Background: an optimization exercise with open tools, aiming at small area and a short achievable clock period. Do not read the settings as production practice. No functional check of the RTL was part of any run shown here. Power and IR drop assume default switching activity.

==> flow/design.v, too long to show whole: its modules and the start of the top module <==
// module pfx_nnp: 4 lines
// module pfx_nnp_g: 3 lines
// module pfx_npp_g: 3 lines
// module pfx_pnn_g: 3 lines
// module pfx_ppn: 4 lines
// module pfx_ppn_g: 3 lines
// module cpa: 252 lines
// module fa_m: 4 lines
// module ha_m: 4 lines
// module xor_m: 3 lines
// module and_m: 3 lines
// module adder_1: 295 lines
module adder_1 #(parameter DSIZE = 64)
            (
                in_a,
                in_b,
                in_c,
                in_d,
                sum,
                clk,
                rst_n
            );
  // ...
==> flow/flow/run.sh <==
#!/bin/bash
export BUFFER_PORTS_ARGS="-buffer_cell sky130_fd_sc_hd__buf_1"
bash standard.sh ABC_LOAD_IN_FF=3 finish > standard.log 2>&1
==> flow/standard.sh <==
#!/bin/bash
# synth_recipe.tcl (not shown) runs the flow's synth.tcl, then flattens the netlist and writes it again
# the make line also repeats each setting of config.mk as NAME=value (left out here)
make -C /OpenROAD-flow-scripts/flow DESIGN_CONFIG=/design/flow/config.mk WORK_HOME=/design/flow/orfs CLKGATE_MAP_FILE= SYNTH_SCRIPT=/design/flow/synth_recipe.tcl "${@:-finish}"
==> flow/config.mk <==
export PLATFORM = sky130hd
export DESIGN_NAME = adder_1
export DESIGN_NICKNAME = adder_1
export VERILOG_FILES = /design/flow/design.v
export SDC_FILE = /design/flow/constraint.sdc
export NUM_CORES = 4
export LEC_CHECK = 0
export CAP_MARGIN = 20
export CELL_PAD_IN_SITES_DETAIL_PLACEMENT = 0
export CELL_PAD_IN_SITES_GLOBAL_PLACEMENT = 0
export CORE_MARGIN = 2
export CORE_UTILIZATION = 40
export CTS_BUF_LIST = sky130_fd_sc_hd__clkbuf_4 sky130_fd_sc_hd__clkbuf_8
export SETUP_SLACK_MARGIN = 2.0
export SLEW_MARGIN = 20
export SYNTH_HIERARCHICAL = 1
export SYNTH_MINIMUM_KEEP_SIZE = 0
==> flow/constraint.sdc <==
create_clock -name core_clock -period 4.0 [get_ports {clk}]
set_input_delay 0.8000 -clock core_clock [delete_from_list [all_inputs] [get_ports {clk}]]
set_output_delay 0.8000 -clock core_clock [all_outputs]
set_load 0.01 [all_outputs]
==> metrics.md, run 1 <==
| Metric | Value |
|---|---|
| Top delay family on crit path | `compound AO/OA/AOI/OAI gates` |
| M3 GR Usage | `4.17%` |
| Seq. cell area | `4760 µm²` |
| Synth Cell Area | `10300 µm²` |
| Synth Area per Inst | `12.3 µm²` |
| Post-synth top area cell | `dfrtp_1` |
| Seq area share | `37.2%` |
| WL met3 | `1550 µm` |
| GP Congestion | `0.858` |
| Reg2Reg Depth | `8` |
| Slew Limit Fails | `0` |
| XOR/XNOR Fraction of Synth Area | `11.1%` |
| CP endpoint kind | `register` |
| Post-route met1 wirelength | `10600 µm` |
| RR Startpoint | `pv_l[10]` |
| Synth cell count leaders | `dfrtp_1, fa_1, a21oi_1, xor2_1` |
| Sequential Power | `0.00312 W` |
| RSZ-0062 raised after global routing | `true` |
| Net switching power figure | `0.00310 W` |
| Worst-Skew Late Latency | `0.47 ns` |
| CP cell instances | `a21oi_1 -> o21ai_1 -> a21oi_2 -> buf_4 -> o21ai_4 -> a21oi_2 -> o21ai_1 -> xor2_1` |
| Final setup vio count | `0` |
| Internal power | `0.00460 W` |
| Worst slew margin | `64.6%` |
| Worst hold margin | `0.341 ns` |
| Seq cells post-synth | `190` |
| Outcome | `complete, no violations` |
| Post-synthesis compound-gate area fraction | `9.00%` |
==> module cpa, before the edit <==
module cpa (input [63:0] p, input [62:1] g, output [63:0] s);
wire g1_1, g1_3, p1_3, g1_5, p1_5, g1_7, p1_7, g1_9, p1_9, g1_11, p1_11, g1_13, p1_13, g1_15, p1_15, g1_17, p1_17, g1_19, p1_19, g1_21, p1_21, g1_23, p1_23, g1_25, p1_25, g1_27, p1_27, g1_29, p1_29, g1_31, p1_31, g1_33, p1_33, g1_35, p1_35, g1_37, p1_37, g1_39, p1_39, g1_41, p1_41, g1_43, p1_43, g1_45, p1_45, g1_47, p1_47, g1_49, p1_49, g1_51, p1_51, g1_53, p1_53, g1_55, p1_55, g1_57, p1_57, g1_59, p1_59, g1_61, p1_61, g2_3, g2_5, p2_5, g2_7, p2_7, g2_9, p2_9, g2_11, p2_11, g2_13, p2_13, g2_15, p2_15, g2_17, p2_17, g2_19, p2_19, g2_21, p2_21, g2_23, p2_23, g2_25, p2_25, g2_27, p2_27, g2_29, p2_29, g2_31, p2_31, g2_33, p2_33, g2_35, p2_35, g2_37, p2_37, g2_39, p2_39, g2_41, p2_41, g2_43, p2_43, g2_45, p2_45, g2_47, p2_47, g2_49, p2_49, g2_51, p2_51, g2_53, p2_53, g2_55, p2_55, g2_57, p2_57, g2_59, p2_59, g2_61, p2_61, g3_5, g3_7, g3_9, p3_9, g3_11, p3_11, g3_13, p3_13, g3_15, p3_15, g3_17, p3_17, g3_19, p3_19, g3_21, p3_21, g3_23, p3_23, g3_25, p3_25, g3_27, p3_27, g3_29, p3_29, g3_31, p3_31, g3_33, p3_33, g3_35, p3_35, g3_37, p3_37, g3_39, p3_39, g3_41, p3_41, g3_43, p3_43, g3_45, p3_45, g3_47, p3_47, g3_49, p3_49, g3_51, p3_51, g3_53, p3_53, g3_55, p3_55, g3_57, p3_57, g3_59, p3_59, g3_61, p3_61, g4_9, g4_11, g4_13, g4_15, g4_17, p4_17, g4_19, p4_19, g4_21, p4_21, g4_23, p4_23, g4_25, p4_25, g4_27, p4_27, g4_29, p4_29, g4_31, p4_31, g4_33, p4_33, g4_35, p4_35, g4_37, p4_37, g4_39, p4_39, g4_41, p4_41, g4_43, p4_43, g4_45, p4_45, g4_47, p4_47, g4_49, p4_49, g4_51, p4_51, g4_53, p4_53, g4_55, p4_55, g4_57, p4_57, g4_59, p4_59, g4_61, p4_61, g5_17, g5_19, g5_21, g5_23, g5_25, g5_27, g5_29, g5_31, g5_33, p5_33, g5_35, p5_35, g5_37, p5_37, g5_39, p5_39, g5_41, p5_41, g5_43, p5_43, g5_45, p5_45, g5_47, p5_47, g5_49, p5_49, g5_51, p5_51, g5_53, p5_53, g5_55, p5_55, g5_57, p5_57, g5_59, p5_59, g5_61, p5_61, g6_33, g6_35, g6_37, g6_39, g6_41, g6_43, g6_45, g6_47, g6_49, g6_51, g6_53, g6_55, g6_57, g6_59, g6_61, g7_2, g7_4, g7_6, g7_8, g7_10, g7_12, g7_14, g7_16, g7_18, g7_20, g7_22, g7_24, g7_26, g7_28, g7_30, g7_32, g7_34, g7_36, g7_38, g7_40, g7_42, g7_44, g7_46, g7_48, g7_50, g7_52, g7_54, g7_56, g7_58, g7_60;
pfx_ppn_g u_1_1 (.gi(g[2]), .pi(p[2]), .gj(g[1]), .go(g1_1));
pfx_ppn u_1_3 (.gi(g[4]), .pi(p[4]), .gj(g[3]), .pj(p[3]), .po(p1_3), .go(g1_3));
pfx_ppn u_1_5 (.gi(g[6]), .pi(p[6]), .gj(g[5]), .pj(p[5]), .po(p1_5), .go(g1_5));
pfx_ppn u_1_7 (.gi(g[8]), .pi(p[8]), .gj(g[7]), .pj(p[7]), .po(p1_7), .go(g1_7));
pfx_ppn u_1_9 (.gi(g[10]), .pi(p[10]), .gj(g[9]), .pj(p[9]), .po(p1_9), .go(g1_9));
pfx_ppn u_1_11 (.gi(g[12]), .pi(p[12]), .gj(g[11]), .pj(p[11]), .po(p1_11), .go(g1_11));
pfx_ppn u_1_13 (.gi(g[14]), .pi(p[14]), .gj(g[13]), .pj(p[13]), .po(p1_13), .go(g1_13));
pfx_ppn u_1_15 (.gi(g[16]), .pi(p[16]), .gj(g[15]), .pj(p[15]), .po(p1_15), .go(g1_15));
pfx_ppn u_1_17 (.gi(g[18]), .pi(p[18]), .gj(g[17]), .pj(p[17]), .po(p1_17), .go(g1_17));
pfx_ppn u_1_19 (.gi(g[20]), .pi(p[20]), .gj(g[19]), .pj(p[19]), .po(p1_19), .go(g1_19));
pfx_ppn u_1_21 (.gi(g[22]), .pi(p[22]), .gj(g[21]), .pj(p[21]), .po(p1_21), .go(g1_21));
pfx_ppn u_1_23 (.gi(g[24]), .pi(p[24]), .gj(g[23]), .pj(p[23]), .po(p1_23), .go(g1_23));
pfx_ppn u_1_25 (.gi(g[26]), .pi(p[26]), .gj(g[25]), .pj(p[25]), .po(p1_25), .go(g1_25));
pfx_ppn u_1_27 (.gi(g[28]), .pi(p[28]), .gj(g[27]), .pj(p[27]), .po(p1_27), .go(g1_27));
pfx_ppn u_1_29 (.gi(g[30]), .pi(p[30]), .gj(g[29]), .pj(p[29]), .po(p1_29), .go(g1_29));
pfx_ppn u_1_31 (.gi(g[32]), .pi(p[32]), .gj(g[31]), .pj(p[31]), .po(p1_31), .go(g1_31));
pfx_ppn u_1_33 (.gi(g[34]), .pi(p[34]), .gj(g[33]), .pj(p[33]), .po(p1_33), .go(g1_33));
pfx_ppn u_1_35 (.gi(g[36]), .pi(p[36]), .gj(g[35]), .pj(p[35]), .po(p1_35), .go(g1_35));
pfx_ppn u_1_37 (.gi(g[38]), .pi(p[38]), .gj(g[37]), .pj(p[37]), .po(p1_37), .go(g1_37));
pfx_ppn u_1_39 (.gi(g[40]), .pi(p[40]), .gj(g[39]), .pj(p[39]), .po(p1_39), .go(g1_39));
pfx_ppn u_1_41 (.gi(g[42]), .pi(p[42]), .gj(g[41]), .pj(p[41]), .po(p1_41), .go(g1_41));
pfx_ppn u_1_43 (.gi(g[44]), .pi(p[44]), .gj(g[43]), .pj(p[43]), .po(p1_43), .go(g1_43));
pfx_ppn u_1_45 (.gi(g[46]), .pi(p[46]), .gj(g[45]), .pj(p[45]), .po(p1_45), .go(g1_45));
pfx_ppn u_1_47 (.gi(g[48]), .pi(p[48]), .gj(g[47]), .pj(p[47]), .po(p1_47), .go(g1_47));
pfx_ppn u_1_49 (.gi(g[50]), .pi(p[50]), .gj(g[49]), .pj(p[49]), .po(p1_49), .go(g1_49));
pfx_ppn u_1_51 (.gi(g[52]), .pi(p[52]), .gj(g[51]), .pj(p[51]), .po(p1_51), .go(g1_51));
pfx_ppn u_1_53 (.gi(g[54]), .pi(p[54]), .gj(g[53]), .pj(p[53]), .po(p1_53), .go(g1_53));
pfx_ppn u_1_55 (.gi(g[56]), .pi(p[56]), .gj(g[55]), .pj(p[55]), .po(p1_55), .go(g1_55));
pfx_ppn u_1_57 (.gi(g[58]), .pi(p[58]), .gj(g[57]), .pj(p[57]), .po(p1_57), .go(g1_57));
pfx_ppn u_1_59 (.gi(g[60]), .pi(p[60]), .gj(g[59]), .pj(p[59]), .po(p1_59), .go(g1_59));
pfx_ppn u_1_61 (.gi(g[62]), .pi(p[62]), .gj(g[61]), .pj(p[61]), .po(p1_61), .go(g1_61));
pfx_nnp_g u_2_3 (.gi(g1_3), .pi(p1_3), .gj(g1_1), .go(g2_3));
pfx_nnp u_2_5 (.gi(g1_5), .pi(p1_5), .gj(g1_3), .pj(p1_3), .po(p2_5), .go(g2_5));
pfx_nnp u_2_7 (.gi(g1_7), .pi(p1_7), .gj(g1_5), .pj(p1_5), .po(p2_7), .go(g2_7));
pfx_nnp u_2_9 (.gi(g1_9), .pi(p1_9), .gj(g1_7), .pj(p1_7), .po(p2_9), .go(g2_9));
pfx_nnp u_2_11 (.gi(g1_11), .pi(p1_11), .gj(g1_9), .pj(p1_9), .po(p2_11), .go(g2_11));
pfx_nnp u_2_13 (.gi(g1_13), .pi(p1_13), .gj(g1_11), .pj(p1_11), .po(p2_13), .go(g2_13));
pfx_nnp u_2_15 (.gi(g1_15), .pi(p1_15), .gj(g1_13), .pj(p1_13), .po(p2_15), .go(g2_15));
pfx_nnp u_2_17 (.gi(g1_17), .pi(p1_17), .gj(g1_15), .pj(p1_15), .po(p2_17), .go(g2_17));
pfx_nnp u_2_19 (.gi(g1_19), .pi(p1_19), .gj(g1_17), .pj(p1_17), .po(p2_19), .go(g2_19));
pfx_nnp u_2_21 (.gi(g1_21), .pi(p1_21), .gj(g1_19), .pj(p1_19), .po(p2_21), .go(g2_21));
pfx_nnp u_2_23 (.gi(g1_23), .pi(p1_23), .gj(g1_21), .pj(p1_21), .po(p2_23), .go(g2_23));
pfx_nnp u_2_25 (.gi(g1_25), .pi(p1_25), .gj(g1_23), .pj(p1_23), .po(p2_25), .go(g2_25));
pfx_nnp u_2_27 (.gi(g1_27), .pi(p1_27), .gj(g1_25), .pj(p1_25), .po(p2_27), .go(g2_27));
pfx_nnp u_2_29 (.gi(g1_29), .pi(p1_29), .gj(g1_27), .pj(p1_27), .po(p2_29), .go(g2_29));
pfx_nnp u_2_31 (.gi(g1_31), .pi(p1_31), .gj(g1_29), .pj(p1_29), .po(p2_31), .go(g2_31));
pfx_nnp u_2_33 (.gi(g1_33), .pi(p1_33), .gj(g1_31), .pj(p1_31), .po(p2_33), .go(g2_33));
pfx_nnp u_2_35 (.gi(g1_35), .pi(p1_35), .gj(g1_33), .pj(p1_33), .po(p2_35), .go(g2_35));
pfx_nnp u_2_37 (.gi(g1_37), .pi(p1_37), .gj(g1_35), .pj(p1_35), .po(p2_37), .go(g2_37));
pfx_nnp u_2_39 (.gi(g1_39), .pi(p1_39), .gj(g1_37), .pj(p1_37), .po(p2_39), .go(g2_39));
pfx_nnp u_2_41 (.gi(g1_41), .pi(p1_41), .gj(g1_39), .pj(p1_39), .po(p2_41), .go(g2_41));
pfx_nnp u_2_43 (.gi(g1_43), .pi(p1_43), .gj(g1_41), .pj(p1_41), .po(p2_43), .go(g2_43));
pfx_nnp u_2_45 (.gi(g1_45), .pi(p1_45), .gj(g1_43), .pj(p1_43), .po(p2_45), .go(g2_45));
pfx_nnp u_2_47 (.gi(g1_47), .pi(p1_47), .gj(g1_45), .pj(p1_45), .po(p2_47), .go(g2_47));
pfx_nnp u_2_49 (.gi(g1_49), .pi(p1_49), .gj(g1_47), .pj(p1_47), .po(p2_49), .go(g2_49));
pfx_nnp u_2_51 (.gi(g1_51), .pi(p1_51), .gj(g1_49), .pj(p1_49), .po(p2_51), .go(g2_51));
pfx_nnp u_2_53 (.gi(g1_53), .pi(p1_53), .gj(g1_51), .pj(p1_51), .po(p2_53), .go(g2_53));
pfx_nnp u_2_55 (.gi(g1_55), .pi(p1_55), .gj(g1_53), .pj(p1_53), .po(p2_55), .go(g2_55));
pfx_nnp u_2_57 (.gi(g1_57), .pi(p1_57), .gj(g1_55), .pj(p1_55), .po(p2_57), .go(g2_57));
pfx_nnp u_2_59 (.gi(g1_59), .pi(p1_59), .gj(g1_57), .pj(p1_57), .po(p2_59), .go(g2_59));
pfx_nnp u_2_61 (.gi(g1_61), .pi(p1_61), .gj(g1_59), .pj(p1_59), .po(p2_61), .go(g2_61));
pfx_pnn_g u_3_5 (.gi(g2_5), .pi(p2_5), .gj(g1_1), .go(g3_5));
pfx_ppn_g u_3_7 (.gi(g2_7), .pi(p2_7), .gj(g2_3), .go(g3_7));
pfx_ppn u_3_9 (.gi(g2_9), .pi(p2_9), .gj(g2_5), .pj(p2_5), .po(p3_9), .go(g3_9));
pfx_ppn u_3_11 (.gi(g2_11), .pi(p2_11), .gj(g2_7), .pj(p2_7), .po(p3_11), .go(g3_11));
pfx_ppn u_3_13 (.gi(g2_13), .pi(p2_13), .gj(g2_9), .pj(p2_9), .po(p3_13), .go(g3_13));
pfx_ppn u_3_15 (.gi(g2_15), .pi(p2_15), .gj(g2_11), .pj(p2_11), .po(p3_15), .go(g3_15));
pfx_ppn u_3_17 (.gi(g2_17), .pi(p2_17), .gj(g2_13), .pj(p2_13), .po(p3_17), .go(g3_17));
pfx_ppn u_3_19 (.gi(g2_19), .pi(p2_19), .gj(g2_15), .pj(p2_15), .po(p3_19), .go(g3_19));
pfx_ppn u_3_21 (.gi(g2_21), .pi(p2_21), .gj(g2_17), .pj(p2_17), .po(p3_21), .go(g3_21));
pfx_ppn u_3_23 (.gi(g2_23), .pi(p2_23), .gj(g2_19), .pj(p2_19), .po(p3_23), .go(g3_23));
pfx_ppn u_3_25 (.gi(g2_25), .pi(p2_25), .gj(g2_21), .pj(p2_21), .po(p3_25), .go(g3_25));
pfx_ppn u_3_27 (.gi(g2_27), .pi(p2_27), .gj(g2_23), .pj(p2_23), .po(p3_27), .go(g3_27));
pfx_ppn u_3_29 (.gi(g2_29), .pi(p2_29), .gj(g2_25), .pj(p2_25), .po(p3_29), .go(g3_29));
pfx_ppn u_3_31 (.gi(g2_31), .pi(p2_31), .gj(g2_27), .pj(p2_27), .po(p3_31), .go(g3_31));
pfx_ppn u_3_33 (.gi(g2_33), .pi(p2_33), .gj(g2_29), .pj(p2_29), .po(p3_33), .go(g3_33));
pfx_ppn u_3_35 (.gi(g2_35), .pi(p2_35), .gj(g2_31), .pj(p2_31), .po(p3_35), .go(g3_35));
pfx_ppn u_3_37 (.gi(g2_37), .pi(p2_37), .gj(g2_33), .pj(p2_33), .po(p3_37), .go(g3_37));
pfx_ppn u_3_39 (.gi(g2_39), .pi(p2_39), .gj(g2_35), .pj(p2_35), .po(p3_39), .go(g3_39));
pfx_ppn u_3_41 (.gi(g2_41), .pi(p2_41), .gj(g2_37), .pj(p2_37), .po(p3_41), .go(g3_41));
pfx_ppn u_3_43 (.gi(g2_43), .pi(p2_43), .gj(g2_39), .pj(p2_39), .po(p3_43), .go(g3_43));
pfx_ppn u_3_45 (.gi(g2_45), .pi(p2_45), .gj(g2_41), .pj(p2_41), .po(p3_45), .go(g3_45));
pfx_ppn u_3_47 (.gi(g2_47), .pi(p2_47), .gj(g2_43), .pj(p2_43), .po(p3_47), .go(g3_47));
pfx_ppn u_3_49 (.gi(g2_49), .pi(p2_49), .gj(g2_45), .pj(p2_45), .po(p3_49), .go(g3_49));
pfx_ppn u_3_51 (.gi(g2_51), .pi(p2_51), .gj(g2_47), .pj(p2_47), .po(p3_51), .go(g3_51));
pfx_ppn u_3_53 (.gi(g2_53), .pi(p2_53), .gj(g2_49), .pj(p2_49), .po(p3_53), .go(g3_53));
pfx_ppn u_3_55 (.gi(g2_55), .pi(p2_55), .gj(g2_51), .pj(p2_51), .po(p3_55), .go(g3_55));
pfx_ppn u_3_57 (.gi(g2_57), .pi(p2_57), .gj(g2_53), .pj(p2_53), .po(p3_57), .go(g3_57));
pfx_ppn u_3_59 (.gi(g2_59), .pi(p2_59), .gj(g2_55), .pj(p2_55), .po(p3_59), .go(g3_59));
pfx_ppn u_3_61 (.gi(g2_61), .pi(p2_61), .gj(g2_57), .pj(p2_57), .po(p3_61), .go(g3_61));
pfx_nnp_g u_4_9 (.gi(g3_9), .pi(p3_9), .gj(g1_1), .go(g4_9));
pfx_npp_g u_4_11 (.gi(g3_11), .pi(p3_11), .gj(g2_3), .go(g4_11));
pfx_nnp_g u_4_13 (.gi(g3_13), .pi(p3_13), .gj(g3_5), .go(g4_13));
pfx_nnp_g u_4_15 (.gi(g3_15), .pi(p3_15), .gj(g3_7), .go(g4_15));
pfx_nnp u_4_17 (.gi(g3_17), .pi(p3_17), .gj(g3_9), .pj(p3_9), .po(p4_17), .go(g4_17));
pfx_nnp u_4_19 (.gi(g3_19), .pi(p3_19), .gj(g3_11), .pj(p3_11), .po(p4_19), .go(g4_19));
pfx_nnp u_4_21 (.gi(g3_21), .pi(p3_21), .gj(g3_13), .pj(p3_13), .po(p4_21), .go(g4_21));
pfx_nnp u_4_23 (.gi(g3_23), .pi(p3_23), .gj(g3_15), .pj(p3_15), .po(p4_23), .go(g4_23));
pfx_nnp u_4_25 (.gi(g3_25), .pi(p3_25), .gj(g3_17), .pj(p3_17), .po(p4_25), .go(g4_25));
pfx_nnp u_4_27 (.gi(g3_27), .pi(p3_27), .gj(g3_19), .pj(p3_19), .po(p4_27), .go(g4_27));
pfx_nnp u_4_29 (.gi(g3_29), .pi(p3_29), .gj(g3_21), .pj(p3_21), .po(p4_29), .go(g4_29));
pfx_nnp u_4_31 (.gi(g3_31), .pi(p3_31), .gj(g3_23), .pj(p3_23), .po(p4_31), .go(g4_31));
pfx_nnp u_4_33 (.gi(g3_33), .pi(p3_33), .gj(g3_25), .pj(p3_25), .po(p4_33), .go(g4_33));
pfx_nnp u_4_35 (.gi(g3_35), .pi(p3_35), .gj(g3_27), .pj(p3_27), .po(p4_35), .go(g4_35));
pfx_nnp u_4_37 (.gi(g3_37), .pi(p3_37), .gj(g3_29), .pj(p3_29), .po(p4_37), .go(g4_37));
pfx_nnp u_4_39 (.gi(g3_39), .pi(p3_39), .gj(g3_31), .pj(p3_31), .po(p4_39), .go(g4_39));
pfx_nnp u_4_41 (.gi(g3_41), .pi(p3_41), .gj(g3_33), .pj(p3_33), .po(p4_41), .go(g4_41));
pfx_nnp u_4_43 (.gi(g3_43), .pi(p3_43), .gj(g3_35), .pj(p3_35), .po(p4_43), .go(g4_43));
pfx_nnp u_4_45 (.gi(g3_45), .pi(p3_45), .gj(g3_37), .pj(p3_37), .po(p4_45), .go(g4_45));
pfx_nnp u_4_47 (.gi(g3_47), .pi(p3_47), .gj(g3_39), .pj(p3_39), .po(p4_47), .go(g4_47));
pfx_nnp u_4_49 (.gi(g3_49), .pi(p3_49), .gj(g3_41), .pj(p3_41), .po(p4_49), .go(g4_49));
pfx_nnp u_4_51 (.gi(g3_51), .pi(p3_51), .gj(g3_43), .pj(p3_43), .po(p4_51), .go(g4_51));
pfx_nnp u_4_53 (.gi(g3_53), .pi(p3_53), .gj(g3_45), .pj(p3_45), .po(p4_53), .go(g4_53));
pfx_nnp u_4_55 (.gi(g3_55), .pi(p3_55), .gj(g3_47), .pj(p3_47), .po(p4_55), .go(g4_55));
pfx_nnp u_4_57 (.gi(g3_57), .pi(p3_57), .gj(g3_49), .pj(p3_49), .po(p4_57), .go(g4_57));
pfx_nnp u_4_59 (.gi(g3_59), .pi(p3_59), .gj(g3_51), .pj(p3_51), .po(p4_59), .go(g4_59));
pfx_nnp u_4_61 (.gi(g3_61), .pi(p3_61), .gj(g3_53), .pj(p3_53), .po(p4_61), .go(g4_61));
pfx_pnn_g u_5_17 (.gi(g4_17), .pi(p4_17), .gj(g1_1), .go(g5_17));
pfx_ppn_g u_5_19 (.gi(g4_19), .pi(p4_19), .gj(g2_3), .go(g5_19));
pfx_pnn_g u_5_21 (.gi(g4_21), .pi(p4_21), .gj(g3_5), .go(g5_21));
pfx_pnn_g u_5_23 (.gi(g4_23), .pi(p4_23), .gj(g3_7), .go(g5_23));
pfx_ppn_g u_5_25 (.gi(g4_25), .pi(p4_25), .gj(g4_9), .go(g5_25));
pfx_ppn_g u_5_27 (.gi(g4_27), .pi(p4_27), .gj(g4_11), .go(g5_27));
pfx_ppn_g u_5_29 (.gi(g4_29), .pi(p4_29), .gj(g4_13), .go(g5_29));
pfx_ppn_g u_5_31 (.gi(g4_31), .pi(p4_31), .gj(g4_15), .go(g5_31));
pfx_ppn u_5_33 (.gi(g4_33), .pi(p4_33), .gj(g4_17), .pj(p4_17), .po(p5_33), .go(g5_33));
pfx_ppn u_5_35 (.gi(g4_35), .pi(p4_35), .gj(g4_19), .pj(p4_19), .po(p5_35), .go(g5_35));
pfx_ppn u_5_37 (.gi(g4_37), .pi(p4_37), .gj(g4_21), .pj(p4_21), .po(p5_37), .go(g5_37));
pfx_ppn u_5_39 (.gi(g4_39), .pi(p4_39), .gj(g4_23), .pj(p4_23), .po(p5_39), .go(g5_39));
pfx_ppn u_5_41 (.gi(g4_41), .pi(p4_41), .gj(g4_25), .pj(p4_25), .po(p5_41), .go(g5_41));
pfx_ppn u_5_43 (.gi(g4_43), .pi(p4_43), .gj(g4_27), .pj(p4_27), .po(p5_43), .go(g5_43));
pfx_ppn u_5_45 (.gi(g4_45), .pi(p4_45), .gj(g4_29), .pj(p4_29), .po(p5_45), .go(g5_45));
pfx_ppn u_5_47 (.gi(g4_47), .pi(p4_47), .gj(g4_31), .pj(p4_31), .po(p5_47), .go(g5_47));
pfx_ppn u_5_49 (.gi(g4_49), .pi(p4_49), .gj(g4_33), .pj(p4_33), .po(p5_49), .go(g5_49));
pfx_ppn u_5_51 (.gi(g4_51), .pi(p4_51), .gj(g4_35), .pj(p4_35), .po(p5_51), .go(g5_51));
pfx_ppn u_5_53 (.gi(g4_53), .pi(p4_53), .gj(g4_37), .pj(p4_37), .po(p5_53), .go(g5_53));
pfx_ppn u_5_55 (.gi(g4_55), .pi(p4_55), .gj(g4_39), .pj(p4_39), .po(p5_55), .go(g5_55));
pfx_ppn u_5_57 (.gi(g4_57), .pi(p4_57), .gj(g4_41), .pj(p4_41), .po(p5_57), .go(g5_57));
pfx_ppn u_5_59 (.gi(g4_59), .pi(p4_59), .gj(g4_43), .pj(p4_43), .po(p5_59), .go(g5_59));
pfx_ppn u_5_61 (.gi(g4_61), .pi(p4_61), .gj(g4_45), .pj(p4_45), .po(p5_61), .go(g5_61));
pfx_nnp_g u_6_33 (.gi(g5_33), .pi(p5_33), .gj(g1_1), .go(g6_33));
pfx_npp_g u_6_35 (.gi(g5_35), .pi(p5_35), .gj(g2_3), .go(g6_35));
pfx_nnp_g u_6_37 (.gi(g5_37), .pi(p5_37), .gj(g3_5), .go(g6_37));
pfx_nnp_g u_6_39 (.gi(g5_39), .pi(p5_39), .gj(g3_7), .go(g6_39));
pfx_npp_g u_6_41 (.gi(g5_41), .pi(p5_41), .gj(g4_9), .go(g6_41));
pfx_npp_g u_6_43 (.gi(g5_43), .pi(p5_43), .gj(g4_11), .go(g6_43));
pfx_npp_g u_6_45 (.gi(g5_45), .pi(p5_45), .gj(g4_13), .go(g6_45));
pfx_npp_g u_6_47 (.gi(g5_47), .pi(p5_47), .gj(g4_15), .go(g6_47));
pfx_nnp_g u_6_49 (.gi(g5_49), .pi(p5_49), .gj(g5_17), .go(g6_49));
pfx_nnp_g u_6_51 (.gi(g5_51), .pi(p5_51), .gj(g5_19), .go(g6_51));
pfx_nnp_g u_6_53 (.gi(g5_53), .pi(p5_53), .gj(g5_21), .go(g6_53));
pfx_nnp_g u_6_55 (.gi(g5_55), .pi(p5_55), .gj(g5_23), .go(g6_55));
pfx_nnp_g u_6_57 (.gi(g5_57), .pi(p5_57), .gj(g5_25), .go(g6_57));
pfx_nnp_g u_6_59 (.gi(g5_59), .pi(p5_59), .gj(g5_27), .go(g6_59));
pfx_nnp_g u_6_61 (.gi(g5_61), .pi(p5_61), .gj(g5_29), .go(g6_61));
pfx_pnn_g u_7_2 (.gi(g[3]), .pi(p[3]), .gj(g1_1), .go(g7_2));
pfx_ppn_g u_7_4 (.gi(g[5]), .pi(p[5]), .gj(g2_3), .go(g7_4));
pfx_pnn_g u_7_6 (.gi(g[7]), .pi(p[7]), .gj(g3_5), .go(g7_6));
pfx_pnn_g u_7_8 (.gi(g[9]), .pi(p[9]), .gj(g3_7), .go(g7_8));
pfx_ppn_g u_7_10 (.gi(g[11]), .pi(p[11]), .gj(g4_9), .go(g7_10));
pfx_ppn_g u_7_12 (.gi(g[13]), .pi(p[13]), .gj(g4_11), .go(g7_12));
pfx_ppn_g u_7_14 (.gi(g[15]), .pi(p[15]), .gj(g4_13), .go(g7_14));
pfx_ppn_g u_7_16 (.gi(g[17]), .pi(p[17]), .gj(g4_15), .go(g7_16));
pfx_pnn_g u_7_18 (.gi(g[19]), .pi(p[19]), .gj(g5_17), .go(g7_18));
pfx_pnn_g u_7_20 (.gi(g[21]), .pi(p[21]), .gj(g5_19), .go(g7_20));
pfx_pnn_g u_7_22 (.gi(g[23]), .pi(p[23]), .gj(g5_21), .go(g7_22));
pfx_pnn_g u_7_24 (.gi(g[25]), .pi(p[25]), .gj(g5_23), .go(g7_24));
pfx_pnn_g u_7_26 (.gi(g[27]), .pi(p[27]), .gj(g5_25), .go(g7_26));
pfx_pnn_g u_7_28 (.gi(g[29]), .pi(p[29]), .gj(g5_27), .go(g7_28));
pfx_pnn_g u_7_30 (.gi(g[31]), .pi(p[31]), .gj(g5_29), .go(g7_30));
pfx_pnn_g u_7_32 (.gi(g[33]), .pi(p[33]), .gj(g5_31), .go(g7_32));
pfx_ppn_g u_7_34 (.gi(g[35]), .pi(p[35]), .gj(g6_33), .go(g7_34));
pfx_ppn_g u_7_36 (.gi(g[37]), .pi(p[37]), .gj(g6_35), .go(g7_36));
pfx_ppn_g u_7_38 (.gi(g[39]), .pi(p[39]), .gj(g6_37), .go(g7_38));
pfx_ppn_g u_7_40 (.gi(g[41]), .pi(p[41]), .gj(g6_39), .go(g7_40));
pfx_ppn_g u_7_42 (.gi(g[43]), .pi(p[43]), .gj(g6_41), .go(g7_42));
pfx_ppn_g u_7_44 (.gi(g[45]), .pi(p[45]), .gj(g6_43), .go(g7_44));
pfx_ppn_g u_7_46 (.gi(g[47]), .pi(p[47]), .gj(g6_45), .go(g7_46));
pfx_ppn_g u_7_48 (.gi(g[49]), .pi(p[49]), .gj(g6_47), .go(g7_48));
pfx_ppn_g u_7_50 (.gi(g[51]), .pi(p[51]), .gj(g6_49), .go(g7_50));
pfx_ppn_g u_7_52 (.gi(g[53]), .pi(p[53]), .gj(g6_51), .go(g7_52));
pfx_ppn_g u_7_54 (.gi(g[55]), .pi(p[55]), .gj(g6_53), .go(g7_54));
pfx_ppn_g u_7_56 (.gi(g[57]), .pi(p[57]), .gj(g6_55), .go(g7_56));
pfx_ppn_g u_7_58 (.gi(g[59]), .pi(p[59]), .gj(g6_57), .go(g7_58));
pfx_ppn_g u_7_60 (.gi(g[61]), .pi(p[61]), .gj(g6_59), .go(g7_60));
assign s[0] = p[0];
assign s[1] = p[1];
assign s[2] = p[2] ^ g[1];
assign s[3] = ~(p[3] ^ g1_1);
assign s[4] = ~(p[4] ^ g7_2);
assign s[5] = p[5] ^ g2_3;
assign s[6] = ~(p[6] ^ g7_4);
assign s[7] = ~(p[7] ^ g3_5);
assign s[8] = ~(p[8] ^ g7_6);
assign s[9] = ~(p[9] ^ g3_7);
assign s[10] = ~(p[10] ^ g7_8);
assign s[11] = p[11] ^ g4_9;
assign s[12] = ~(p[12] ^ g7_10);
assign s[13] = p[13] ^ g4_11;
assign s[14] = ~(p[14] ^ g7_12);
assign s[15] = p[15] ^ g4_13;
assign s[16] = ~(p[16] ^ g7_14);
assign s[17] = p[17] ^ g4_15;
assign s[18] = ~(p[18] ^ g7_16);
assign s[19] = ~(p[19] ^ g5_17);
assign s[20] = ~(p[20] ^ g7_18);
assign s[21] = ~(p[21] ^ g5_19);
assign s[22] = ~(p[22] ^ g7_20);
assign s[23] = ~(p[23] ^ g5_21);
assign s[24] = ~(p[24] ^ g7_22);
assign s[25] = ~(p[25] ^ g5_23);
assign s[26] = ~(p[26] ^ g7_24);
assign s[27] = ~(p[27] ^ g5_25);
assign s[28] = ~(p[28] ^ g7_26);
assign s[29] = ~(p[29] ^ g5_27);
assign s[30] = ~(p[30] ^ g7_28);
assign s[31] = ~(p[31] ^ g5_29);
assign s[32] = ~(p[32] ^ g7_30);
assign s[33] = ~(p[33] ^ g5_31);
assign s[34] = ~(p[34] ^ g7_32);
assign s[35] = p[35] ^ g6_33;
assign s[36] = ~(p[36] ^ g7_34);
assign s[37] = p[37] ^ g6_35;
assign s[38] = ~(p[38] ^ g7_36);
assign s[39] = p[39] ^ g6_37;
assign s[40] = ~(p[40] ^ g7_38);
assign s[41] = p[41] ^ g6_39;
assign s[42] = ~(p[42] ^ g7_40);
assign s[43] = p[43] ^ g6_41;
assign s[44] = ~(p[44] ^ g7_42);
assign s[45] = p[45] ^ g6_43;
assign s[46] = ~(p[46] ^ g7_44);
assign s[47] = p[47] ^ g6_45;
assign s[48] = ~(p[48] ^ g7_46);
assign s[49] = p[49] ^ g6_47;
assign s[50] = ~(p[50] ^ g7_48);
assign s[51] = p[51] ^ g6_49;
assign s[52] = ~(p[52] ^ g7_50);
assign s[53] = p[53] ^ g6_51;
assign s[54] = ~(p[54] ^ g7_52);
assign s[55] = p[55] ^ g6_53;
assign s[56] = ~(p[56] ^ g7_54);
assign s[57] = p[57] ^ g6_55;
assign s[58] = ~(p[58] ^ g7_56);
assign s[59] = p[59] ^ g6_57;
assign s[60] = ~(p[60] ^ g7_58);
assign s[61] = p[61] ^ g6_59;
assign s[62] = ~(p[62] ^ g7_60);
assign s[63] = p[63] ^ g6_61;
endmodule
==> inputs of run 2 (changes only) <==
--- a/flow/design.v
+++ b/flow/design.v
@@ -21,3 +21,3 @@
 module cpa (input [63:0] p, input [62:1] g, output [63:0] s);
-wire g1_1, g1_3, p1_3, g1_5, p1_5, g1_7, p1_7, g1_9, p1_9, g1_11, p1_11, g1_13, p1_13, g1_15, p1_15, g1_17, p1_17, g1_19, p1_19, g1_21, p1_21, g1_23, p1_23, g1_25, p1_25, g1_27, p1_27, g1_29, p1_29, g1_31, p1_31, g1_33, p1_33, g1_35, p1_35, g1_37, p1_37, g1_39, p1_39, g1_41, p1_41, g1_43, p1_43, g1_45, p1_45, g1_47, p1_47, g1_49, p1_49, g1_51, p1_51, g1_53, p1_53, g1_55, p1_55, g1_57, p1_57, g1_59, p1_59, g1_61, p1_61, g2_3, g2_5, p2_5, g2_7, p2_7, g2_9, p2_9, g2_11, p2_11, g2_13, p2_13, g2_15, p2_15, g2_17, p2_17, g2_19, p2_19, g2_21, p2_21, g2_23, p2_23, g2_25, p2_25, g2_27, p2_27, g2_29, p2_29, g2_31, p2_31, g2_33, p2_33, g2_35, p2_35, g2_37, p2_37, g2_39, p2_39, g2_41, p2_41, g2_43, p2_43, g2_45, p2_45, g2_47, p2_47, g2_49, p2_49, g2_51, p2_51, g2_53, p2_53, g2_55, p2_55, g2_57, p2_57, g2_59, p2_59, g2_61, p2_61, g3_5, g3_7, g3_9, p3_9, g3_11, p3_11, g3_13, p3_13, g3_15, p3_15, g3_17, p3_17, g3_19, p3_19, g3_21, p3_21, g3_23, p3_23, g3_25, p3_25, g3_27, p3_27, g3_29, p3_29, g3_31, p3_31, g3_33, p3_33, g3_35, p3_35, g3_37, p3_37, g3_39, p3_39, g3_41, p3_41, g3_43, p3_43, g3_45, p3_45, g3_47, p3_47, g3_49, p3_49, g3_51, p3_51, g3_53, p3_53, g3_55, p3_55, g3_57, p3_57, g3_59, p3_59, g3_61, p3_61, g4_9, g4_11, g4_13, g4_15, g4_17, p4_17, g4_19, p4_19, g4_21, p4_21, g4_23, p4_23, g4_25, p4_25, g4_27, p4_27, g4_29, p4_29, g4_31, p4_31, g4_33, p4_33, g4_35, p4_35, g4_37, p4_37, g4_39, p4_39, g4_41, p4_41, g4_43, p4_43, g4_45, p4_45, g4_47, p4_47, g4_49, p4_49, g4_51, p4_51, g4_53, p4_53, g4_55, p4_55, g4_57, p4_57, g4_59, p4_59, g4_61, p4_61, g5_17, g5_19, g5_21, g5_23, g5_25, g5_27, g5_29, g5_31, g5_33, p5_33, g5_35, p5_35, g5_37, p5_37, g5_39, p5_39, g5_41, p5_41, g5_43, p5_43, g5_45, p5_45, g5_47, p5_47, g5_49, p5_49, g5_51, p5_51, g5_53, p5_53, g5_55, p5_55, g5_57, p5_57, g5_59, p5_59, g5_61, p5_61, g6_33, g6_35, g6_37, g6_39, g6_41, g6_43, g6_45, g6_47, g6_49, g6_51, g6_53, g6_55, g6_57, g6_59, g6_61, g7_2, g7_4, g7_6, g7_8, g7_10, g7_12, g7_14, g7_16, g7_18, g7_20, g7_22, g7_24, g7_26, g7_28, g7_30, g7_32, g7_34, g7_36, g7_38, g7_40, g7_42, g7_44, g7_46, g7_48, g7_50, g7_52, g7_54, g7_56, g7_58, g7_60;
+wire g1_1, g1_3, p1_3, g1_5, p1_5, g1_7, p1_7, g1_9, p1_9, g1_11, p1_11, g1_13, p1_13, g1_15, p1_15, g1_17, p1_17, g1_19, p1_19, g1_21, p1_21, g1_23, p1_23, g1_25, p1_25, g1_27, p1_27, g1_29, p1_29, g1_31, p1_31, g1_33, p1_33, g1_35, p1_35, g1_37, p1_37, g1_39, p1_39, g1_41, p1_41, g1_43, p1_43, g1_45, p1_45, g1_47, p1_47, g1_49, p1_49, g1_51, p1_51, g1_53, p1_53, g1_55, p1_55, g1_57, p1_57, g1_59, p1_59, g1_61, p1_61, g2_3, g2_5, p2_5, g2_7, p2_7, g2_9, p2_9, g2_11, p2_11, g2_13, p2_13, g2_15, p2_15, g2_17, p2_17, g2_19, p2_19, g2_21, p2_21, g2_23, p2_23, g2_25, p2_25, g2_27, p2_27, g2_29, p2_29, g2_31, p2_31, g2_33, p2_33, g2_35, p2_35, g2_37, p2_37, g2_39, p2_39, g2_41, p2_41, g2_43, p2_43, g2_45, p2_45, g2_47, p2_47, g2_49, p2_49, g2_51, p2_51, g2_53, p2_53, g2_55, p2_55, g2_57, p2_57, g2_59, p2_59, g2_61, p2_61, g3_5, g3_7, g3_9, p3_9, g3_11, p3_11, g3_13, p3_13, g3_15, p3_15, g3_17, p3_17, g3_19, p3_19, g3_21, p3_21, g3_23, p3_23, g3_25, p3_25, g3_27, p3_27, g3_29, p3_29, g3_31, p3_31, g3_33, p3_33, g3_35, p3_35, g3_37, p3_37, g3_39, p3_39, g3_41, p3_41, g3_43, p3_43, g3_45, p3_45, g3_47, p3_47, g3_49, p3_49, g3_51, p3_51, g3_53, p3_53, g3_55, p3_55, g3_57, p3_57, g3_59, p3_59, g3_61, p3_61, g4_9, g4_11, g4_13, g4_15, g4_17, p4_17, g4_19, p4_19, g4_21, p4_21, g4_23, p4_23, g4_25, p4_25, g4_27, p4_27, g4_29, p4_29, g4_31, p4_31, g4_33, p4_33, g4_35, p4_35, g4_37, p4_37, g4_39, p4_39, g4_41, p4_41, g4_43, p4_43, g4_45, p4_45, g4_47, p4_47, g4_49, p4_49, g4_51, p4_51, g4_53, p4_53, g4_55, p4_55, g4_57, p4_57, g4_59, p4_59, g4_61, p4_61, g5_17, g5_19, g5_21, g5_23, g5_25, g5_27, g5_29, g5_31, g5_33, p5_33, g5_35, p5_35, g5_37, p5_37, g5_39, p5_39, g5_41, p5_41, g5_43, p5_43, g5_45, p5_45, g5_47, p5_47, g5_49, p5_49, g5_51, p5_51, g5_53, p5_53, g5_55, p5_55, g5_57, p5_57, g5_59, p5_59, g5_61, p5_61, g6_33, g6_35, g6_37, g6_39, g6_41, g6_43, g6_45, g6_47, g6_49, g6_51, g6_53, g6_55, g6_57, g6_59, g6_61, t0_4, t1_4, t0_6, t1_6, t0_8, t1_8, t0_10, t1_10, t0_12, t1_12, t0_14, t1_14, t0_16, t1_16, t0_18, t1_18, t0_20, t1_20, t0_22, t1_22, t0_24, t1_24, t0_26, t1_26, t0_28, t1_28, t0_30, t1_30, t0_32, t1_32, t0_34, t1_34, t0_36, t1_36, t0_38, t1_38, t0_40, t1_40, t0_42, t1_42, t0_44, t1_44, t0_46, t1_46, t0_48, t1_48, t0_50, t1_50, t0_52, t1_52, t0_54, t1_54, t0_56, t1_56, t0_58, t1_58, t0_60, t1_60, t0_62, t1_62;
 pfx_ppn_g u_1_1 (.gi(g[2]), .pi(p[2]), .gj(g[1]), .go(g1_1));
@@ -177,32 +177,2 @@
 pfx_nnp_g u_6_61 (.gi(g5_61), .pi(p5_61), .gj(g5_29), .go(g6_61));
-pfx_pnn_g u_7_2 (.gi(g[3]), .pi(p[3]), .gj(g1_1), .go(g7_2));
-pfx_ppn_g u_7_4 (.gi(g[5]), .pi(p[5]), .gj(g2_3), .go(g7_4));
-pfx_pnn_g u_7_6 (.gi(g[7]), .pi(p[7]), .gj(g3_5), .go(g7_6));
-pfx_pnn_g u_7_8 (.gi(g[9]), .pi(p[9]), .gj(g3_7), .go(g7_8));
-pfx_ppn_g u_7_10 (.gi(g[11]), .pi(p[11]), .gj(g4_9), .go(g7_10));
-pfx_ppn_g u_7_12 (.gi(g[13]), .pi(p[13]), .gj(g4_11), .go(g7_12));
-pfx_ppn_g u_7_14 (.gi(g[15]), .pi(p[15]), .gj(g4_13), .go(g7_14));
-pfx_ppn_g u_7_16 (.gi(g[17]), .pi(p[17]), .gj(g4_15), .go(g7_16));
-pfx_pnn_g u_7_18 (.gi(g[19]), .pi(p[19]), .gj(g5_17), .go(g7_18));
-pfx_pnn_g u_7_20 (.gi(g[21]), .pi(p[21]), .gj(g5_19), .go(g7_20));
-pfx_pnn_g u_7_22 (.gi(g[23]), .pi(p[23]), .gj(g5_21), .go(g7_22));
-pfx_pnn_g u_7_24 (.gi(g[25]), .pi(p[25]), .gj(g5_23), .go(g7_24));
-pfx_pnn_g u_7_26 (.gi(g[27]), .pi(p[27]), .gj(g5_25), .go(g7_26));
-pfx_pnn_g u_7_28 (.gi(g[29]), .pi(p[29]), .gj(g5_27), .go(g7_28));
-pfx_pnn_g u_7_30 (.gi(g[31]), .pi(p[31]), .gj(g5_29), .go(g7_30));
-pfx_pnn_g u_7_32 (.gi(g[33]), .pi(p[33]), .gj(g5_31), .go(g7_32));
-pfx_ppn_g u_7_34 (.gi(g[35]), .pi(p[35]), .gj(g6_33), .go(g7_34));
-pfx_ppn_g u_7_36 (.gi(g[37]), .pi(p[37]), .gj(g6_35), .go(g7_36));
-pfx_ppn_g u_7_38 (.gi(g[39]), .pi(p[39]), .gj(g6_37), .go(g7_38));
-pfx_ppn_g u_7_40 (.gi(g[41]), .pi(p[41]), .gj(g6_39), .go(g7_40));
-pfx_ppn_g u_7_42 (.gi(g[43]), .pi(p[43]), .gj(g6_41), .go(g7_42));
-pfx_ppn_g u_7_44 (.gi(g[45]), .pi(p[45]), .gj(g6_43), .go(g7_44));
-pfx_ppn_g u_7_46 (.gi(g[47]), .pi(p[47]), .gj(g6_45), .go(g7_46));
-pfx_ppn_g u_7_48 (.gi(g[49]), .pi(p[49]), .gj(g6_47), .go(g7_48));
-pfx_ppn_g u_7_50 (.gi(g[51]), .pi(p[51]), .gj(g6_49), .go(g7_50));
-pfx_ppn_g u_7_52 (.gi(g[53]), .pi(p[53]), .gj(g6_51), .go(g7_52));
-pfx_ppn_g u_7_54 (.gi(g[55]), .pi(p[55]), .gj(g6_53), .go(g7_54));
-pfx_ppn_g u_7_56 (.gi(g[57]), .pi(p[57]), .gj(g6_55), .go(g7_56));
-pfx_ppn_g u_7_58 (.gi(g[59]), .pi(p[59]), .gj(g6_57), .go(g7_58));
-pfx_ppn_g u_7_60 (.gi(g[61]), .pi(p[61]), .gj(g6_59), .go(g7_60));
 assign s[0] = p[0];
@@ -211,61 +181,121 @@
 assign s[3] = ~(p[3] ^ g1_1);
-assign s[4] = ~(p[4] ^ g7_2);
+xnor_m u_t0_4 (.a(p[4]), .b(g[3]), .y(t0_4));
+xnor_or_m u_t1_4 (.a(p[4]), .b(g[3]), .c(p[3]), .y(t1_4));
+muxi_m u_sel_4 (.s(g1_1), .a1(t0_4), .a0(t1_4), .y(s[4]));
 assign s[5] = p[5] ^ g2_3;
-assign s[6] = ~(p[6] ^ g7_4);
+xnor_m u_t0_6 (.a(p[6]), .b(g[5]), .y(t0_6));
+xnor_or_m u_t1_6 (.a(p[6]), .b(g[5]), .c(p[5]), .y(t1_6));
+muxi_m u_sel_6 (.s(g2_3), .a1(t1_6), .a0(t0_6), .y(s[6]));
 assign s[7] = ~(p[7] ^ g3_5);
-assign s[8] = ~(p[8] ^ g7_6);
+xnor_m u_t0_8 (.a(p[8]), .b(g[7]), .y(t0_8));
+xnor_or_m u_t1_8 (.a(p[8]), .b(g[7]), .c(p[7]), .y(t1_8));
+muxi_m u_sel_8 (.s(g3_5), .a1(t0_8), .a0(t1_8), .y(s[8]));
 assign s[9] = ~(p[9] ^ g3_7);
-assign s[10] = ~(p[10] ^ g7_8);
+xnor_m u_t0_10 (.a(p[10]), .b(g[9]), .y(t0_10));
+xnor_or_m u_t1_10 (.a(p[10]), .b(g[9]), .c(p[9]), .y(t1_10));
+muxi_m u_sel_10 (.s(g3_7), .a1(t0_10), .a0(t1_10), .y(s[10]));
 assign s[11] = p[11] ^ g4_9;
-assign s[12] = ~(p[12] ^ g7_10);
+xnor_m u_t0_12 (.a(p[12]), .b(g[11]), .y(t0_12));
+xnor_or_m u_t1_12 (.a(p[12]), .b(g[11]), .c(p[11]), .y(t1_12));
+muxi_m u_sel_12 (.s(g4_9), .a1(t1_12), .a0(t0_12), .y(s[12]));
 assign s[13] = p[13] ^ g4_11;
-assign s[14] = ~(p[14] ^ g7_12);
+xnor_m u_t0_14 (.a(p[14]), .b(g[13]), .y(t0_14));
+xnor_or_m u_t1_14 (.a(p[14]), .b(g[13]), .c(p[13]), .y(t1_14));
+muxi_m u_sel_14 (.s(g4_11), .a1(t1_14), .a0(t0_14), .y(s[14]));
 assign s[15] = p[15] ^ g4_13;
-assign s[16] = ~(p[16] ^ g7_14);
+xnor_m u_t0_16 (.a(p[16]), .b(g[15]), .y(t0_16));
+xnor_or_m u_t1_16 (.a(p[16]), .b(g[15]), .c(p[15]), .y(t1_16));
+muxi_m u_sel_16 (.s(g4_13), .a1(t1_16), .a0(t0_16), .y(s[16]));
 assign s[17] = p[17] ^ g4_15;
-assign s[18] = ~(p[18] ^ g7_16);
+xnor_m u_t0_18 (.a(p[18]), .b(g[17]), .y(t0_18));
+xnor_or_m u_t1_18 (.a(p[18]), .b(g[17]), .c(p[17]), .y(t1_18));
+muxi_m u_sel_18 (.s(g4_15), .a1(t1_18), .a0(t0_18), .y(s[18]));
 assign s[19] = ~(p[19] ^ g5_17);
-assign s[20] = ~(p[20] ^ g7_18);
+xnor_m u_t0_20 (.a(p[20]), .b(g[19]), .y(t0_20));
+xnor_or_m u_t1_20 (.a(p[20]), .b(g[19]), .c(p[19]), .y(t1_20));
+muxi_m u_sel_20 (.s(g5_17), .a1(t0_20), .a0(t1_20), .y(s[20]));
 assign s[21] = ~(p[21] ^ g5_19);
-assign s[22] = ~(p[22] ^ g7_20);
+xnor_m u_t0_22 (.a(p[22]), .b(g[21]), .y(t0_22));
+xnor_or_m u_t1_22 (.a(p[22]), .b(g[21]), .c(p[21]), .y(t1_22));
+muxi_m u_sel_22 (.s(g5_19), .a1(t0_22), .a0(t1_22), .y(s[22]));
 assign s[23] = ~(p[23] ^ g5_21);
-assign s[24] = ~(p[24] ^ g7_22);
+xnor_m u_t0_24 (.a(p[24]), .b(g[23]), .y(t0_24));
+xnor_or_m u_t1_24 (.a(p[24]), .b(g[23]), .c(p[23]), .y(t1_24));
+muxi_m u_sel_24 (.s(g5_21), .a1(t0_24), .a0(t1_24), .y(s[24]));
 assign s[25] = ~(p[25] ^ g5_23);
-assign s[26] = ~(p[26] ^ g7_24);
+xnor_m u_t0_26 (.a(p[26]), .b(g[25]), .y(t0_26));
+xnor_or_m u_t1_26 (.a(p[26]), .b(g[25]), .c(p[25]), .y(t1_26));
+muxi_m u_sel_26 (.s(g5_23), .a1(t0_26), .a0(t1_26), .y(s[26]));
 assign s[27] = ~(p[27] ^ g5_25);
-assign s[28] = ~(p[28] ^ g7_26);
+xnor_m u_t0_28 (.a(p[28]), .b(g[27]), .y(t0_28));
+xnor_or_m u_t1_28 (.a(p[28]), .b(g[27]), .c(p[27]), .y(t1_28));
+muxi_m u_sel_28 (.s(g5_25), .a1(t0_28), .a0(t1_28), .y(s[28]));
 assign s[29] = ~(p[29] ^ g5_27);
-assign s[30] = ~(p[30] ^ g7_28);
+xnor_m u_t0_30 (.a(p[30]), .b(g[29]), .y(t0_30));
+xnor_or_m u_t1_30 (.a(p[30]), .b(g[29]), .c(p[29]), .y(t1_30));
+muxi_m u_sel_30 (.s(g5_27), .a1(t0_30), .a0(t1_30), .y(s[30]));
 assign s[31] = ~(p[31] ^ g5_29);
-assign s[32] = ~(p[32] ^ g7_30);
+xnor_m u_t0_32 (.a(p[32]), .b(g[31]), .y(t0_32));
+xnor_or_m u_t1_32 (.a(p[32]), .b(g[31]), .c(p[31]), .y(t1_32));
+muxi_m u_sel_32 (.s(g5_29), .a1(t0_32), .a0(t1_32), .y(s[32]));
 assign s[33] = ~(p[33] ^ g5_31);
-assign s[34] = ~(p[34] ^ g7_32);
+xnor_m u_t0_34 (.a(p[34]), .b(g[33]), .y(t0_34));
+xnor_or_m u_t1_34 (.a(p[34]), .b(g[33]), .c(p[33]), .y(t1_34));
+muxi_m u_sel_34 (.s(g5_31), .a1(t0_34), .a0(t1_34), .y(s[34]));
 assign s[35] = p[35] ^ g6_33;
-assign s[36] = ~(p[36] ^ g7_34);
+xnor_m u_t0_36 (.a(p[36]), .b(g[35]), .y(t0_36));
+xnor_or_m u_t1_36 (.a(p[36]), .b(g[35]), .c(p[35]), .y(t1_36));
+muxi_m u_sel_36 (.s(g6_33), .a1(t1_36), .a0(t0_36), .y(s[36]));
 assign s[37] = p[37] ^ g6_35;
-assign s[38] = ~(p[38] ^ g7_36);
+xnor_m u_t0_38 (.a(p[38]), .b(g[37]), .y(t0_38));
+xnor_or_m u_t1_38 (.a(p[38]), .b(g[37]), .c(p[37]), .y(t1_38));
+muxi_m u_sel_38 (.s(g6_35), .a1(t1_38), .a0(t0_38), .y(s[38]));
 assign s[39] = p[39] ^ g6_37;
-assign s[40] = ~(p[40] ^ g7_38);
+xnor_m u_t0_40 (.a(p[40]), .b(g[39]), .y(t0_40));
+xnor_or_m u_t1_40 (.a(p[40]), .b(g[39]), .c(p[39]), .y(t1_40));
+muxi_m u_sel_40 (.s(g6_37), .a1(t1_40), .a0(t0_40), .y(s[40]));
 assign s[41] = p[41] ^ g6_39;
-assign s[42] = ~(p[42] ^ g7_40);
+xnor_m u_t0_42 (.a(p[42]), .b(g[41]), .y(t0_42));
+xnor_or_m u_t1_42 (.a(p[42]), .b(g[41]), .c(p[41]), .y(t1_42));
+muxi_m u_sel_42 (.s(g6_39), .a1(t1_42), .a0(t0_42), .y(s[42]));
 assign s[43] = p[43] ^ g6_41;
-assign s[44] = ~(p[44] ^ g7_42);
+xnor_m u_t0_44 (.a(p[44]), .b(g[43]), .y(t0_44));
+xnor_or_m u_t1_44 (.a(p[44]), .b(g[43]), .c(p[43]), .y(t1_44));
+muxi_m u_sel_44 (.s(g6_41), .a1(t1_44), .a0(t0_44), .y(s[44]));
 assign s[45] = p[45] ^ g6_43;
-assign s[46] = ~(p[46] ^ g7_44);
+xnor_m u_t0_46 (.a(p[46]), .b(g[45]), .y(t0_46));
+xnor_or_m u_t1_46 (.a(p[46]), .b(g[45]), .c(p[45]), .y(t1_46));
+muxi_m u_sel_46 (.s(g6_43), .a1(t1_46), .a0(t0_46), .y(s[46]));
 assign s[47] = p[47] ^ g6_45;
-assign s[48] = ~(p[48] ^ g7_46);
+xnor_m u_t0_48 (.a(p[48]), .b(g[47]), .y(t0_48));
+xnor_or_m u_t1_48 (.a(p[48]), .b(g[47]), .c(p[47]), .y(t1_48));
+muxi_m u_sel_48 (.s(g6_45), .a1(t1_48), .a0(t0_48), .y(s[48]));
 assign s[49] = p[49] ^ g6_47;
-assign s[50] = ~(p[50] ^ g7_48);
+xnor_m u_t0_50 (.a(p[50]), .b(g[49]), .y(t0_50));
+xnor_or_m u_t1_50 (.a(p[50]), .b(g[49]), .c(p[49]), .y(t1_50));
+muxi_m u_sel_50 (.s(g6_47), .a1(t1_50), .a0(t0_50), .y(s[50]));
 assign s[51] = p[51] ^ g6_49;
-assign s[52] = ~(p[52] ^ g7_50);
+xnor_m u_t0_52 (.a(p[52]), .b(g[51]), .y(t0_52));
+xnor_or_m u_t1_52 (.a(p[52]), .b(g[51]), .c(p[51]), .y(t1_52));
+muxi_m u_sel_52 (.s(g6_49), .a1(t1_52), .a0(t0_52), .y(s[52]));
 assign s[53] = p[53] ^ g6_51;
-assign s[54] = ~(p[54] ^ g7_52);
+xnor_m u_t0_54 (.a(p[54]), .b(g[53]), .y(t0_54));
+xnor_or_m u_t1_54 (.a(p[54]), .b(g[53]), .c(p[53]), .y(t1_54));
+muxi_m u_sel_54 (.s(g6_51), .a1(t1_54), .a0(t0_54), .y(s[54]));
 assign s[55] = p[55] ^ g6_53;
-assign s[56] = ~(p[56] ^ g7_54);
+xnor_m u_t0_56 (.a(p[56]), .b(g[55]), .y(t0_56));
+xnor_or_m u_t1_56 (.a(p[56]), .b(g[55]), .c(p[55]), .y(t1_56));
+muxi_m u_sel_56 (.s(g6_53), .a1(t1_56), .a0(t0_56), .y(s[56]));
 assign s[57] = p[57] ^ g6_55;
-assign s[58] = ~(p[58] ^ g7_56);
+xnor_m u_t0_58 (.a(p[58]), .b(g[57]), .y(t0_58));
+xnor_or_m u_t1_58 (.a(p[58]), .b(g[57]), .c(p[57]), .y(t1_58));
+muxi_m u_sel_58 (.s(g6_55), .a1(t1_58), .a0(t0_58), .y(s[58]));
 assign s[59] = p[59] ^ g6_57;
-assign s[60] = ~(p[60] ^ g7_58);
+xnor_m u_t0_60 (.a(p[60]), .b(g[59]), .y(t0_60));
+xnor_or_m u_t1_60 (.a(p[60]), .b(g[59]), .c(p[59]), .y(t1_60));
+muxi_m u_sel_60 (.s(g6_57), .a1(t1_60), .a0(t0_60), .y(s[60]));
 assign s[61] = p[61] ^ g6_59;
-assign s[62] = ~(p[62] ^ g7_60);
+xnor_m u_t0_62 (.a(p[62]), .b(g[61]), .y(t0_62));
+xnor_or_m u_t1_62 (.a(p[62]), .b(g[61]), .c(p[61]), .y(t1_62));
+muxi_m u_sel_62 (.s(g6_59), .a1(t1_62), .a0(t0_62), .y(s[62]));
 assign s[63] = p[63] ^ g6_61;
@@ -286,2 +316,11 @@
 endmodule
+module xnor_m (input a, input b, output y);
+assign y = ~(a ^ b);
+endmodule
+module xnor_or_m (input a, input b, input c, output y);
+assign y = ~(a ^ (b | c));
+endmodule
+module muxi_m (input s, input a1, input a0, output y);
+assign y = ~(s ? a1 : a0);
+endmodule
 module adder_1 #(parameter DSIZE = 64)
--- a/flow/config.mk
+++ b/flow/config.mk
@@ -8,4 +8,2 @@
 export CAP_MARGIN = 20
-export CELL_PAD_IN_SITES_DETAIL_PLACEMENT = 0
-export CELL_PAD_IN_SITES_GLOBAL_PLACEMENT = 0
 export CORE_MARGIN = 2
@@ -13,3 +11,3 @@
 export CTS_BUF_LIST = sky130_fd_sc_hd__clkbuf_4 sky130_fd_sc_hd__clkbuf_8
-export SETUP_SLACK_MARGIN = 2.0
+export SETUP_SLACK_MARGIN = 2.1
 export SLEW_MARGIN = 20
==> run 2 against run 1 <==
Compared with the run above:
- die area grew 4.6%
- global-route usage shrank 0.53 points
- core utilization down 0.35 points
- register-to-register slack improved by 0.09 ns
- sequential cell count unchanged
- area after synthesis grew 4.7%
- non-clock buffer count up 2
- sequential share of layout area down 1.8 points
- design area up 5.4%
- critical endpoint is now sum_l[48]
- largest cell class unchanged
==> metrics.md, run 2 <==
| Metric | Value |
|---|---|
| Root Driver | `clkbuf_8` |
| Clock Sinks | `190` |
| Layout cell share with drive strength beyond 1 | `13.1%` |
| Clk buf depth | `2` |
| Cts bufs inserted | `17` |
| Final Cell Area | `13500 µm²` |
| Commonest non-fill, non-tap cell in the layout | `buf_1` |
| Post-synth top area cell | `dfrtp_1` |
| Seq cells post-synth | `190 (unchanged)` |
| Fin. Hold Viols | `0` |
| Worst slew margin | `63.8% (-0.81 points)` |
| Initial antenna violation count | `0` |
| Setup WS pre-CTS | `1.51 ns` |
| Via/cell ratio | `4.71` |
| Arr. time, crit path | `2.23 ns` |
| Worst Setup Slack, final | `2.14 ns` |
| Gr ovfl total | `0` |
| Max-cap violation count | `0` |
| Setup TNS | `0 ns` |
| Syn. warnings | `7` |
| Synth Flop Type | `dfrtp_1` |
| RSZ-0062 raised after global routing | `true` |
| CP dominant cell by count | `nand2_1` |
| Pwr dens | `614 nW/µm²` |
| Met2 Use GR | `31.0%` |
| Routed Antenna Nets | `0` |
| Synth Cell Area | `10800 µm² (+4.7%)` |
| Final Skew | `0.0185 ns` |
| Post-placement cell area | `12400 µm²` |
| Hpwl dp | `20700 µm` |
| Area growth syn-to-layout | `25.1%` |
| M3 GR Usage | `3.81% (-0.36 points)` |
| # IOs | `322` |
| Clock Pin Slew Worst Setup and Hold Paths | `0.11 ns` |
| Peak supply drop | `248 µV` |
| Critical Path RT | `4.38 ns` |
| Max Clock Freq | `539 MHz` |
| Met1 Usage GRT | `24.2%` |
| CP cell instances | `nand2_1 -> nor2_2 -> nand2_1 -> nor2_2 -> nand2_1 -> o21ai_4 -> mux2i_1` |
| Area fraction of the dominant cell type after synthesis | `44.2%` |
| Wirelength, routed | `25000 µm` |
| Die area | `28300 µm²` |
| GR peak layer | `met2` |
| Outcome | `complete, no violations` |
| # rows | `60` |
| First-pass iteration count of the detailed router | `4` |
| DR iter-0 viols | `286` |
| Top delay family on crit path | `simple AND/OR/NAND/NOR gates` |
| Placed cells | `1548` |
| DRC | `0` |
| CTS tree | `built` |
| Max H-tree Level | `4` |
| GRT Overall Usage | `18.3%` |
| Setup crit start kind | `register` |
| Nets@finish | `1626` |
| Synth unique cells | `15` |
| PortBufs | `321` |
| Min Tclk post-route | `1.86 ns` |
| Largest stage delay, worst path | `0.42 ns` |
| Mapped Cells | `887` |
| Final Cycle Share | `46.4%` |
| Layout Cells excl Fill | `1596` |
| Top cells by area, synth | `dfrtp_1, fa_1, xor2_1, a21oi_1, and2_1` |
| Slowest CP cell | `dfrtp_2` |
| Asr flop ratio synth | `100%` |
| RR Startpoint | `pv_l[16]` |
| EDFF count, synth | `0` |
| Most common cell in the netlist | `dfrtp_1` |
| Chip Height | `168 µm` |
| Initial core utilization | `40.3%` |
| First-pass GRT wire length | `39900 µm` |
| Crit Path Max Fanout | `4` |
| Syn_nets | `1271` |
| Synth Area per Inst | `12.1 µm² (-1.1%)` |
| Total number of vias | `7512` |
| Commonest cells after routing, fill and taps aside | `buf_1, dfrtp_1, fa_1` |
| Die X | `168 µm` |
| Synth cell count leaders | `dfrtp_1, fa_1, xor2_1, a21oi_1, nor2_1` |
| Final setup vio count | `0 (unchanged)` |
| N_diodes | `0` |
| Vias in the first global route | `8030` |
| Worst-Skew Late Latency | `0.46 ns (about the same)` |
| Top flop regs | `pv_l: 64 flops, sum_l: 64 flops, gv_l: 62 flops` |
| Crit path buf inv count | `0` |
| CP endpoint kind | `register` |
| Hold Buf Count CTS | `0` |
| Lkg Pwr | `5.32 nW` |
| Worst hold margin | `0.355 ns (+0.0149 ns)` |
| Worst min-delay path class | `register to register` |
| Crit Path Class | `register to register` |
| Core Area | `26700 µm²` |
| Largest net degree at the start of global routing | `191` |
| Register area share after synthesis | `44.2%` |
| DR WL/cell | `15.7 µm` |
| Slew Limit Fails | `0 (unchanged)` |
| Critical path origin | `pv_l[16]` |
| Hold wc startpoint | `pv_l[1]` |
| GP Congestion | `0.857 (about the same)` |
| Measured slew at the worst slew-check pin | `0.543 ns` |
==> run 2: power breakdown <==
group	switching (W)	total, W	internal [W]
combinational	0.00216	0.00376	0.00160
clock	0.000711	0.00129	0.000584
sequential	0.000542	0.00322	0.00268
total	0.00341	0.00828	0.00487
==> run 2: kinds of logic after synthesis <==
family | synth area share (%)
flops | 44.2
mux | 2.79
fa+ha+maj | 23.4
compound gates | 7.20
simple gates | 8.97
buf+inv | 0.488
xor+xnor | 13.0
==> run 2: per-stage QoR <==
stage	power, W	utilization, %
CTS	0.00811	49.1
finish	0.00828	50.4
floorplan	0.00537	-
global placement	0.00652	46.5
global route	0.00891	50.4
detailed placement	0.00656	46.5
==> run 2: Yosys stat by module (local to each module, per instance) <==
| module | times used | cell area (µm²) |
|---|---|---|
| adder_1 | 1 | 4810 |
| cpa | 1 | 295 |
| fa_m | 125 | 20.0 |
| ha_m | 1 | 12.5 |
| xnor_or_m | 30 | 12.5 |
| muxi_m | 30 | 10.0 |
| pfx_nnp | 52 | 8.76 |
| pfx_npp_g | 6 | 8.76 |
| pfx_pnn_g | 4 | 8.76 |
| pfx_ppn | 72 | 8.76 |
| xnor_m | 30 | 8.76 |
| xor_m | 62 | 8.76 |
| and_m | 62 | 6.26 |
| pfx_nnp_g | 14 | 5.00 |
| pfx_ppn_g | 7 | 5.00 |
==> run 2: path summary, 6_finish.rpt <==
kind,to,slack (ns),cells after the start
min in group asynchronous,sum_l[37],0.40,2
max reg2reg,sum_l[48],2.14,7
max in group asynchronous,pv_l[28],2.74,3
min reg2reg,sum_l[1],0.36,0
max,sum_l[48],2.14,7
min,sum_l[1],0.36,0
==> run 2: per-layer routing <==
metal  share of wire (%)  up-vias
li1                    -     3584
met1                  44     3665
met2                  49      246
met3                 5.7       17
met4                 1.4        0
met5                   0        -
==> run 2: worst register-to-register path, stage by stage, from the launching register on <==
cell and delay (ns):
dfrtp_2 0.42, nand2_1 0.15, nor2_2 0.22, nand2_1 0.16, nor2_2 0.23, nand2_1 0.13
o21ai_4 0.25, mux2i_1 0.21
==> run 2: layout make-up <==
| type | instances | area [µm²] |
|---|---|---|
| clock buffer | 18 | 248 |
| clock inverter | 14 | 158 |
| fill | 2444 | 13300 |
| inverter | 10 | 37.5 |
| multi-input combinational | 685 | 6470 |
| sequential | 190 | 4760 |
| tap | 341 | 427 |
| timing repair buffer | 338 | 1370 |
==> run 2: what timing repair did <==
action / in CTS / in global routing
buffers inserted: 7 / 8
resized for setup: 53 / 77
pin swaps: 2 / 4
endpoints found under the setup margin: 43 / 41

==> separate check: timing with driven ports <==
No port has a modelled driver above. Below, the same layouts with a new extraction and two added sets of constraints.
Step 1 (the two cells are an assumption about what drives the block):
set clk [get_ports {clk}]
set_driving_cell -lib_cell sky130_fd_sc_hd__clkbuf_16 $clk
set_driving_cell -lib_cell sky130_fd_sc_hd__buf_2 [delete_from_list [all_inputs] $clk]
Step 2 moves the port delays by t, midway between the first and last clock arrival at a register: inputs arrive t later, outputs are due t later. That takes back most of the time a late clock gives input paths.
Three values: ideal ports, drivers, drivers and shift; two values: the first two.
run | shift t [ns] | setup WS [ns] | worst register clock-pin slew, ns | worst slew at a driven data input, ns | pins driven straight from the clock port
run 1 | 0.500 | 2.052 / 2.052 / 1.699 | 0.09 / 0.09 | 0.07 | 1
run 2 | 0.498 | 2.145 / 2.133 / 1.688 | 0.11 / 0.11 | 0.06 | 1
After both steps setup and hold are still met in every run listed. The setup slack of run 2, which loses most, moves by -0.012 ns with the drivers and by -0.457 ns with both steps.
